From an optimization exercise on the open Yosys and OpenROAD flow, aimed at small area, a short achievable clock period and few clock cycles per item; shortcuts taken in it are not production practice. No functional check of the RTL was part of any run shown here. Power is estimated from default activity; no workload was simulated.

<file path="flow/design.v">
module top(
    input start, op, reset, clock,
    input [31:0] data_a, data_b,
    output busy, ready,
    output [31:0] data_o
);
reg st1, st2;    
always @(posedge clock or posedge reset)
begin
    if(reset == 1'b1)
    begin
        st1 <= 1'b0;
        st2 <= 1'b0;
    end
    else
    begin
        st1 <= start & ~st1 & ~st2;
        st2 <= st1;
    end
end
assign busy  = st1;
assign ready = st2;
wire [7:0] xa = data_a[30:23];
wire [7:0] xb = data_b[30:23];
wire [7:0] ea = xa - 8'd127;
wire [7:0] eb = xb - 8'd127;
wire gt = ea > eb;
wire [7:0] dab = xa - xb;
wire [7:0] dba = xb - xa;
wire [7:0] d = gt ? dab : dba;
wire comp = op ^ data_a[31] ^ data_b[31];
wire sg = (comp & ~gt) ? (op ^ data_b[31]) : data_a[31];
wire [23:0] ma = {1'b1, data_a[22:0]};
wire [23:0] mb = {1'b1, data_b[22:0]};
wire [22:0] ml = gt ? ma[22:0] : mb[22:0];    
wire [23:0] ms = gt ? mb : ma;                
wire big = (d[7:5] != 3'd0) | (d[4:3] == 2'b11 && d[2:0] != 3'd0);
wire [4:0] amt = d[4:0] | {5{big}};
wire [24:0] sh = {ms, 1'b0} >> amt;
wire [23:0] s = sh[24:1];
wire g = sh[0];
wire er24 = (d == 8'd24) & ~|ms[22:0];
wire [23:0] t = comp ? ~{s[23:1], s[0] | er24} : s;
reg [22:0] r_l;
reg [23:0] r_t;
reg r_g, r_nc, r_gt, r_sg;
always @(posedge clock)
begin
    r_l  <= ml;
    r_t  <= t;
    r_g  <= g & ~comp;
    r_nc <= ~comp;
    r_gt <= gt;
    r_sg <= sg;
end
wire [24:0] x = {2'b01, r_l} + {1'b0, r_t};
wire ov = r_nc & x[24];
wire [22:0] y = ov ? x[23:1] : x[22:0];
wire [22:0] fr = y + {22'd0, r_g};
wire [7:0] xl = r_gt ? xa : xb;
wire [7:0] xo = xl + {7'd0, ov};
assign data_o = {r_sg, xo, fr};
endmodule
</file>
<file path="flow/config.mk">
export PLATFORM = sky130hd
export DESIGN_NAME = top
export DESIGN_NICKNAME = top
export VERILOG_FILES = /design/flow/design.v
export SDC_FILE = /design/flow/constraint.sdc
export NUM_CORES = 4
export LEC_CHECK = 0
export CAP_MARGIN = 20
export CORE_MARGIN = 2
export CORE_UTILIZATION = 60
export SETUP_SLACK_MARGIN = 2
export SLEW_MARGIN = 20
</file>
<file path="flow/constraint.sdc">
create_clock -name core_clock -period 9.0 [get_ports {clock}]
set_input_delay 1.8000 -clock core_clock [delete_from_list [all_inputs] [get_ports {clock}]]
set_output_delay 1.8000 -clock core_clock [all_outputs]
set_load 0.01 [all_outputs]
</file>
<file path="flow/run.sh">
#!/bin/bash
# synth_recipe.tcl (not shown) runs the flow's synth.tcl, then flattens the netlist and writes it again
# the make line also repeats each setting of config.mk as NAME=value (left out here)
make -C /OpenROAD-flow-scripts/flow DESIGN_CONFIG=/design/flow/config.mk WORK_HOME=/design/flow/orfs CLKGATE_MAP_FILE= SYNTH_SCRIPT=/design/flow/synth_recipe.tcl finish
</file>
==> flow_results.org, run 1 <==
** Place
- Including well taps, the total number of placed cells is 1,172.
- After legalization and detailed placement, the total HPWL measured 17,300 microns.
- Final Wtd Congestion :: roughly 1.0
- Input and output buffers added on the ports amount to ~100.

** Power and ir drop
- Dividing total power by cell area gives a power density of 216 mW/mm^2.
- VDD sags by at most roughly 0.000091 V.
- The completed layout was analyzed and its total power is approximately 1.9 mW.
- Summed over all cells, the static leakage comes to 3.54 nW.

** Clock network
- Buffers inserted to repair hold after CTS numbered 0.
- TritonCTS built the clock tree.
- Clock tree root buffer cell :: sky130_fd_sc_hd__clkbuf_16
- Clock insertion delay at the later pin of the skew report :: ~0.30 ns
- Cts bufs inserted :: 5
- Counting along the longest clock path gives a buffer depth of 2.
- After clock tree synthesis, the clock-pin slew on the worst setup and hold paths is around 0.080 ns.
- Number of sinks handled by clock tree synthesis :: 53
- Number of H-tree levels :: 2

** Routing
- Final routed wire length divided by cell count :: between 15 and 20 microns
- Before antenna repair, the detailed router went through 8 iterations.
- Vias per cell :: 6.51
- # DRC :: 0
- Detailed routing inserted a total of between 7,000 and 8,000 vias.
- Number of antenna-violating nets in the routed design :: 0
- For this block, the initial DRC count from the detailed router was 826.
- The routed design has about 22,000 microns of wire.

** Timing
- The worst path in the final design needs a cycle of slightly below 7 ns, including I/O delays and setup.
- Number of max-slew violations in the final report :: 0
- In this run the tightest slew margin relative to its limit is between 30 and 40%.
- The worst path uses between 70% and 80% of the clock period.
- Pin slew with the least headroom to its limit :: just under 1 ns
- Setup repair after global routing could not meet its margin everywhere.
- Final setup fails :: 0
- Final hold viol count :: 0
- Between clock sinks in the finished design, the worst skew comes to about 0.000039 ns.
- In the final timing run, aggregate negative setup slack is 0 ns.
- Highest clock frequency the design can meet :: 145 MHz

** Setup path
- Critical path required time :: between 7 and 8 ns
- The worst setup path is of the reg -> out kind.
- Crit Path Max Fanout :: 6
- CP startpoint kind :: flip-flop
- The worst setup path is captured at an output pin.
- Arrival time of the worst setup path :: about 5.1 ns

** Final layout
- Relative to the synthesized area, the layout overhead comes to 20.5%.
- Number of standard cells in the layout, taps in and fillers out :: 1,200
- In the layout the commonest cells are sky130_fd_sc_hd__nand2_1, sky130_fd_sc_hd__clkdlybuf4s50_1, sky130_fd_sc_hd__xnor2_1.
- Share of layout cells above drive strength 1 :: under 10%
- Number of nets in the layout :: between 1,000 and 1,500
- After filler insertion, the fill cell instance count of the layout stands at 960.
- The library cell used most frequently in the layout, excluding fill and tap cells, is sky130_fd_sc_hd__nand2_1.

** GRT
- Residual overflow from global routing :: 0
- The number of global-route vias before repair is around 7,100.
- Entering global routing, the biggest net connects 32 pins.
- The number of antenna violations at the first check in global routing is 2.
- The first global-routing pass estimated roughly 36,000 microns of wire.
- Total global routing track utilization :: ~34%

** Synth
- Compound-gate portion of the synthesized area :: between 20% and 30%
- After synthesis, the netlist uses just under 80 different library cells.
- Synthesis inferred between 50 and 60 register bits.
- Post-synthesis async set-or-reset flop share :: 3.77%
- A synthesized cell averages 7.41 sq um.
- The synthesized netlist occupies a cell area of ~0.007 sq mm.
- Combinational family with the most area after synthesis :: simple AND/OR/NAND/NOR gates
- Adder and majority gate portion of the synthesized area :: about a tenth
- For this run, the number of Yosys warnings is 1.
- After technology mapping, the gate count stands at around 970.
- Cell taking the most area after synthesis :: sky130_fd_sc_hd__dfxtp_1
- Area share of the largest cell type after synthesis :: 14.2%
- In this run, synthesis inferred 0 flip-flops with an integrated enable.
- Sequential cells were found to cover 14.9% of the synthesized design area.
- Top_reg_cell synth :: sky130_fd_sc_hd__dfxtp_1
- Xor and xnor area share after synthesis :: between 10% and 20%
- The number of nets handed over by synthesis was between 1,000 and 1,500.
- Multiplexer share of the synthesized area :: 10.5%
- Cell types occupying the most area after synthesis :: sky130_fd_sc_hd__dfxtp_1, sky130_fd_sc_hd__ha_1, sky130_fd_sc_hd__xnor2_1, sky130_fd_sc_hd__nand2_1, sky130_fd_sc_hd__mux2i_1
- The synthesized netlist devotes about 25% of its cell area to simple gates.

** Floorplan
- Horiz. Die Dim :: between 100 and 150 microns
- The initialized floorplan defines 39 standard-cell rows.
- The core region is 0.0115 sq mm.
- Top Ports :: 102
- Vertical die dimension :: 113 microns
- The floorplan step defined a die boundary enclosing 0.0128 sq mm.
- The initial utilization of the core area, before any placement, comes to 62.3%.

** Hold path
- The min-delay analysis places its worst path in the category reg -> reg.

** Run status
- The run finished with no timing, DRC or antenna violations.

** Run
- Across the run, the number of max-cap violations was 0.
## registers in the layout, indices dropped and copies added (netlist names)
signal,flops
r_gt,1
r_l,23
r_t,24
r_nc,1
r_g,1
st1,1
r_sg,1
st2,1
## repair_timing
action / 4_1_cts / 5_1_grt
hold endpoints to repair: 0 / 0
pin swaps: 9 / 17
setup buffers: 8 / 11
setup endpoints to repair: 16 / 28
resized for setup: 17 / 23
## final cells by class
type / instances / area (sq um) / share of cell area [%]
Sequential cell: 53 / 1070 / 12.4
Clock buffer: 5 / 125 / 1.45
Multi-Input combinational cell: 830 / 5870 / 67.9
Clock inverter: 3 / 25.0 / 0.290
Inverter: 33 / 124 / 1.43
Tap cell: 143 / 179 / 2.07
Timing Repair Buffer: 132 / 1240 / 14.4
Antenna cell: 1 / 2.50 / 0.0290
## cells by family (layout without fill, tap and decap cells)
logic type	after synthesis	count (layout)
multiplexers	65	65
buffers and inverters	85	173
XOR/XNOR	91	91
flip-flops	53	53
other	0	1
adder cells (fa/ha/maj)	53	53
AO/OA/AOI/OAI	252	252
AND/OR/NAND/NOR	369	369
## worst paths after layout
kind / start / to / slack (ns) / depth (start not counted)
min in group asynchronous: reset / st1 / 1.63 / 2
setup reg to reg: st1 / st1 / 8.32 / 1
max in group asynchronous: reset / st2 / 7.26 / 2
hold reg to reg: st1 / st2 / 0.41 / 0
hold / removal: st1 / st2 / 0.41 / 0
setup / recovery: r_t[0] / data_o[10] / 2.11 / 20
## cell usage after synthesis, types with 4 or more instances
| library cell | instances |
|---|---|
| sky130_fd_sc_hd__and3_1 | 13 |
| sky130_fd_sc_hd__nand2b_1 | 9 |
| sky130_fd_sc_hd__a21o_1 | 23 |
| sky130_fd_sc_hd__o21a_1 | 4 |
| sky130_fd_sc_hd__and2_1 | 13 |
| sky130_fd_sc_hd__mux2_2 | 8 |
| sky130_fd_sc_hd__o21ai_0 | 45 |
| sky130_fd_sc_hd__nor2_1 | 63 |
| sky130_fd_sc_hd__a21oi_1 | 55 |
| sky130_fd_sc_hd__o211ai_1 | 15 |
| sky130_fd_sc_hd__or3_1 | 5 |
| sky130_fd_sc_hd__a31oi_1 | 10 |
| sky130_fd_sc_hd__nor4_1 | 10 |
| sky130_fd_sc_hd__o2111a_1 | 4 |
| sky130_fd_sc_hd__buf_1 | 7 |
| sky130_fd_sc_hd__xnor2_1 | 63 |
| sky130_fd_sc_hd__mux2i_1 | 49 |
| sky130_fd_sc_hd__ha_1 | 50 |
| sky130_fd_sc_hd__nor3_1 | 32 |
| sky130_fd_sc_hd__nor2b_1 | 4 |
| sky130_fd_sc_hd__nand4_1 | 20 |
| sky130_fd_sc_hd__a211o_1 | 6 |
| sky130_fd_sc_hd__a211oi_1 | 21 |
| sky130_fd_sc_hd__or4_1 | 7 |
| sky130_fd_sc_hd__dfxtp_1 | 51 |
| sky130_fd_sc_hd__nor3b_1 | 5 |
| sky130_fd_sc_hd__xor2_1 | 28 |
| sky130_fd_sc_hd__inv_1 | 30 |
| sky130_fd_sc_hd__mux4_2 | 7 |
| sky130_fd_sc_hd__o31ai_1 | 9 |
| sky130_fd_sc_hd__nand2_1 | 134 |
| sky130_fd_sc_hd__a211oi_2 | 4 |
| sky130_fd_sc_hd__buf_2 | 11 |
| sky130_fd_sc_hd__nand3_1 | 41 |
| sky130_fd_sc_hd__o22ai_1 | 4 |
| sky130_fd_sc_hd__clkbuf_1 | 29 |
| sky130_fd_sc_hd__a311oi_1 | 4 |
## worst max-delay path, stage by stage (launching register included)
cell	delay [ns]
sky130_fd_sc_hd__dfxtp_1	0.34
sky130_fd_sc_hd__ha_2	0.21
sky130_fd_sc_hd__fa_2	0.37
sky130_fd_sc_hd__a21o_1	0.22
sky130_fd_sc_hd__a221o_1	0.38
sky130_fd_sc_hd__a211oi_4	0.26
sky130_fd_sc_hd__o211ai_1	0.14
sky130_fd_sc_hd__a311o_1	0.39
sky130_fd_sc_hd__nand2_2	0.13
sky130_fd_sc_hd__nand2_1	0.06
sky130_fd_sc_hd__o21ai_0	0.08
sky130_fd_sc_hd__ha_2	0.23
sky130_fd_sc_hd__ha_2	0.21
sky130_fd_sc_hd__nand4_1	0.16
sky130_fd_sc_hd__nor4_4	0.31
sky130_fd_sc_hd__buf_4	0.19
sky130_fd_sc_hd__and2_4	0.16
sky130_fd_sc_hd__nand2_1	0.06
sky130_fd_sc_hd__xor2_1	0.16
sky130_fd_sc_hd__a21oi_1	0.17
sky130_fd_sc_hd__clkdlybuf4s50_1	0.54
## per-stage QoR
step | setup WS [ns] | hold WS [ns] | utilization, % | cell area, sq um
2_1_floorplan | 2.31 | 0.435 | - | 7170
4_1_cts | 1.85 | 0.415 | 73.8 | 8500
6_report | 2.11 | 0.412 | 75.0 | 8640
3_3_place_gp | 1.54 | 0.390 | 71.4 | 8220
5_1_grt | 1.92 | 0.422 | 75.0 | 8640
3_5_place_dp | 1.44 | 0.400 | 71.4 | 8220
## power breakdown
group          leakage, nW  switching, mW  internal, mW  total [mW]
combinational         3.01          0.785         0.581        1.37
clock               0.0704         0.0917         0.105       0.196
sequential           0.455         0.0242         0.277       0.301
total                 3.54          0.901         0.963        1.86
## routing by layer
layer	up-vias	wire length [microns]	GRT usage (%)
met4	2	686	9.92
li1	3740	-	-
met3	65	1840	6.48
met5	-	14	0
met2	388	10300	56.5
met1	3613	9390	45.6
==> inputs of run 2 (changes only) <==
==> flow/flow/run.sh (new file) <==
#!/bin/bash
cp standard.sh standard_sh_copy.txt
cp config.mk config_copy.txt
export BUFFER_PORTS_ARGS="-buffer_cell sky130_fd_sc_hd__buf_1"
bash standard.sh > standard.log 2>&1
==> flow/standard.sh (new file) <==
#!/bin/bash
# synth_recipe.tcl (not shown) runs the flow's synth.tcl, then flattens the netlist and writes it again
# the make line also repeats each setting of config.mk as NAME=value (left out here)
make -C /OpenROAD-flow-scripts/flow DESIGN_CONFIG=/design/flow/config.mk WORK_HOME=/design/flow/orfs CLKGATE_MAP_FILE= SYNTH_SCRIPT=/design/flow/synth_recipe.tcl "${@:-finish}"
--- a/flow/config.mk
+++ b/flow/config.mk
@@ -7,6 +7,5 @@
 export LEC_CHECK = 0
 export CAP_MARGIN = 20
 export CORE_MARGIN = 2
-export CORE_UTILIZATION = 60
-export SETUP_SLACK_MARGIN = 2
+export CORE_UTILIZATION = 40
 export SLEW_MARGIN = 20
removed: flow/run.sh
==> flow_results.org, run 2 <==
** Timing
- The total negative slack is 0 ns (unchanged).
- Maximum clock skew at final layout :: 0.0000887 ns (+0.0000495 ns)
- Final hold viol count :: 0 (unchanged)
- Final setup fails :: 0 (unchanged)
- Number of max-slew violations in the final report :: 0 (unchanged)
- Max-slew headroom :: 34.9% (-0.52 points)
- The share of the cycle needed by the critical path after routing is 86.8% (+10 points).
- The fmax is 128 MHz (-12%).
- Pin slew with the least headroom to its limit :: 0.976 ns (+0.00774 ns)
- RSZ-0062 raised after global routing :: false
- The post-route minimum period came to 7.82 ns (+0.930 ns).

** Clock network
- Post-CTS Hold Buffers :: 0 (unchanged)
- The number of buffers added for setup after CTS is 0 (-8).
- Clock insertion delay at the later pin of the skew report :: 0.29 ns (about the same)
- The number of buffers inserted during clock tree synthesis came to 5 (unchanged).
- Clock tree root buffer cell :: sky130_fd_sc_hd__clkbuf_16
- The H-tree level count is 2 (unchanged).
- Clock transition time at the flip-flop clock pins of the worst setup and hold paths :: 0.07 ns (about the same)
- The maximum clock insertion buffer count was 2 (unchanged).
- The total clock sinks was 53 (unchanged).
- TritonCTS clock tree :: yes
- Post-cts resize count :: 0 (-17)

** Synth
- Cell taking the most area after synthesis :: sky130_fd_sc_hd__dfxtp_1
- Register area share after synthesis :: 14.9% (unchanged)
- Cell types occupying the most area after synthesis :: sky130_fd_sc_hd__dfxtp_1, sky130_fd_sc_hd__ha_1, sky130_fd_sc_hd__xnor2_1, sky130_fd_sc_hd__nand2_1, sky130_fd_sc_hd__mux2i_1
- The most common cell in the synthesized netlist is sky130_fd_sc_hd__nand2_1.
- The number of synthesized register bits was 53 (unchanged).
- Count of warnings emitted by yosys :: 1 (unchanged)
- Area share of the largest cell type after synthesis :: 14.2% (unchanged)
- Average footprint of a synthesized cell :: 7.41 sq um (unchanged)
- Post-synthesis instance area :: 0.00717 sq mm (unchanged)
- Post-synthesis async set-or-reset flop share :: 3.77% (unchanged)
- Synthesized instance count :: 968 (unchanged)
- Sorting the synthesized cells by how often they occur yields sky130_fd_sc_hd__nand2_1, sky130_fd_sc_hd__nor2_1, sky130_fd_sc_hd__xnor2_1.
- The post-synth net total is 1,089 (unchanged).
- Post-synth cell types :: 77 (unchanged)
- Number of flops mapped to enable cells by yosys :: 0 (unchanged)
- In the synthesized netlist the dominant register cell turns out to be sky130_fd_sc_hd__dfxtp_1.

** Setup path
- STA classifies the critical path endpoint as an output pin.
- The arrival time at the worst endpoint was 6.02 ns (+0.93 ns).
- Crit Path Max Fanout :: 36 (+30)
- The worst path required time came to 7.20 ns (about the same).
- Setup CP Type :: reg -> out
- CP startpoint kind :: flip-flop

** Final layout
- Max reg flops :: 24 (unchanged)
- The fraction of final layout cells sized beyond drive strength 1 was 5.23% (-4.3 points).
- The number of filler instances in the final layout was 1,839 (+92%).
- More flip-flops sit in one register than any other, and that register is r_t.
- Biggest regs :: r_t: 24 flops, r_l: 23 flops
- The final layout net count came to 1,153 (-2.0%).
- Leaving out fill and tap cells, the most frequent cell in the layout is sky130_fd_sc_hd__nand2_1.
- Share of the core filled with cells in the final layout :: 45.1% (-30 points)
- Design area :: 0.00786 sq mm (-9.1%)
- Top library cells by usage in the layout, fill and taps aside :: sky130_fd_sc_hd__nand2_1, sky130_fd_sc_hd__buf_1, sky130_fd_sc_hd__xnor2_1
- Area overhead of the layout relative to synthesis :: 9.60%

** Floorplan
- Std-Cell Core Area :: 0.0174 sq mm (+51%)
- The starting density of the core came to 41.2% (-21 points).
- The die boundary width is 138 microns (+22%).
- The number of ports placed on the die boundary came to 102 (unchanged).
- The number of rows in the core area is 48 (+23%).
- The vertical die dimension was 138 microns (+22%).
- Die area :: 0.0190 sq mm (+48%)

** GRT
- The largest net degree at the start of global routing is 57 (+78%).
- The global-route wire length before repair is 33,900 microns (-5.4%).
- The number of antenna violations at the first check in global routing came to 1 (-1).
- Number of global-route vias before repair :: 6,596 (-7.2%)
- The total grt overflow is 0 (unchanged).
- The global router's overall resource usage was 22.2% (-12 points).

** Power and ir drop
- Pleak :: 3.12 nW (-12%)
- The sum of internal, switching and leakage power came to 1.74 mW (-6.8%).
- P per Cell Area :: 221 mW/mm^2 (+2.5%)
- The largest vdd supply drop was 0.000113 V (+24%).

** Routing
- The total number of vias came to 7,373 (-5.6%).
- The routed length per placed instance is 17.1 microns (-7.7%).
- # DRC :: 0 (unchanged)
- The detailed router's first-iteration violation count was 602 (-27%).
- Number of antenna-violating nets in the routed design :: 0 (unchanged)
- 1st-pass router iterations :: 6 (-2)
- Vias per cell :: 5.86 (-10%)
- The final wirelength is 21,500 microns (-3.2%).

** Place
- I/O Buffers :: 101 (unchanged)
- Half-perimeter wire length of the detailed placement result :: 17,400 microns (+0.42%)
- The final weighted congestion of routability-driven global placement came to 0.951 (-8.0%).
- The post-placement cell area is 0.00766 sq mm (-6.8%).

** Run
- Maximum capacitance violations :: 0 (unchanged)

** Run status
- Status :: no timing/DRC/antenna violations

** Hold path
- The worst hold path belongs to the class reg -> reg.
[run 2: area by class of cell]
cell class                      instances  area [sq um]  area share [%]
Antenna cell                            1          2.50          0.0318
Timing Repair Buffer                  109           439            5.59
Clock inverter                          3          65.1           0.828
Multi-Input combinational cell        830          5750            73.2
Tap cell                              225           282            3.58
Inverter                               33           124            1.58
Clock buffer                            5           125            1.59
Sequential cell                        53          1070            13.6
[run 2: path summary, 6_finish.rpt]
check / startpoint / endpoint / slack (ns) / cells past startpoint
worst max-delay path: r_l[0] / data_o[18] / 1.18 / 19
worst min-delay path: st1 / st2 / 0.40 / 0
worst max register to register: st1 / st1 / 8.27 / 1
worst min register to register: st1 / st2 / 0.40 / 0
max in group asynchronous: reset / st1 / 7.57 / 2
min in group asynchronous: reset / st2 / 1.32 / 2
[run 2: stage by stage]
stage          std cells  hold WS (ns)  setup WS (ns)
2_1_floorplan        968         0.435           2.31
3_3_place_gp        1250         0.386           1.68
3_5_place_dp        1250         0.390           1.49
4_1_cts             1258         0.405           1.17
5_1_grt             1258         0.422          0.683
6_report            1259         0.404           1.18
[run 2: worst max-delay path, cell delays in order (launching register included)]
cell and delay (ns):
sky130_fd_sc_hd__dfxtp_1 0.31, sky130_fd_sc_hd__ha_1 0.23, sky130_fd_sc_hd__fa_1 0.44, sky130_fd_sc_hd__a21o_1 0.23, sky130_fd_sc_hd__a221o_1 0.36, sky130_fd_sc_hd__a211oi_2 0.40, sky130_fd_sc_hd__o211ai_1 0.20, sky130_fd_sc_hd__a311o_1 0.39
sky130_fd_sc_hd__nand2_2 0.47, sky130_fd_sc_hd__nand2_1 0.10, sky130_fd_sc_hd__o21ai_0 0.09, sky130_fd_sc_hd__ha_1 0.22, sky130_fd_sc_hd__ha_1 0.23, sky130_fd_sc_hd__nand4_1 0.18, sky130_fd_sc_hd__nor4_1 0.76, sky130_fd_sc_hd__o2111ai_1 0.40
sky130_fd_sc_hd__nor3_1 0.31, sky130_fd_sc_hd__xnor2_1 0.09, sky130_fd_sc_hd__a21oi_1 0.14, sky130_fd_sc_hd__buf_1 0.16
[run 2: logic make-up after synthesis]
| family | synth area share (%) |
|---|---|
| AO/OA/AOI/OAI | 24.3 |
| XOR/XNOR | 11.1 |
| adder cells (fa/ha/maj) | 9.56 |
| buffers and inverters | 5.01 |
| flip-flops | 14.9 |
| multiplexers | 10.5 |
| AND/OR/NAND/NOR | 24.7 |
[run 2: routing by layer]
metal	vias to the layer above	GRT usage (%)	wire length, microns
met4	0	6.07	448
met5	-	0	0
li1	3698	-	-
met3	29	2.23	1170
met1	3394	29.9	9860
met2	252	37.7	10000
[run 2: power breakdown]
group	switching [mW]	total, mW	internal [mW]
sequential	0.0228	0.300	0.277
clock	0.0846	0.243	0.159
combinational	0.747	1.19	0.446

-- port drivers added, routing unchanged --
In the flow no input, the clock included, has a driving cell. The finished layouts below were timed again as built, in two steps.
Step 1 (the two cells are an assumption about what drives the block):
set clk [get_ports {clock}]
set_driving_cell -lib_cell sky130_fd_sc_hd__clkbuf_16 $clk
set_driving_cell -lib_cell sky130_fd_sc_hd__buf_2 [delete_from_list [all_inputs] $clk]
Step 2 also shifts input and output timing later by t, the mid clock arrival at the registers, as if the neighbouring blocks saw the same clock.
Slacks: no drivers / after step 1 / after step 2; pairs: no drivers / after step 1.
run | t, ns | setup WS [ns] | clock arrival spread, ns
run 1 | 0.333 | 2.114 / 2.075 / 1.970 | 0.017 / 0.017
run 2 | 0.323 | 1.184 / 1.149 / 1.472 | 0.006 / 0.006
After both steps setup and hold are still met in every run listed. For run 1, which loses most, drivers alone change the setup slack by -0.039 ns; drivers and shift together by -0.144 ns.
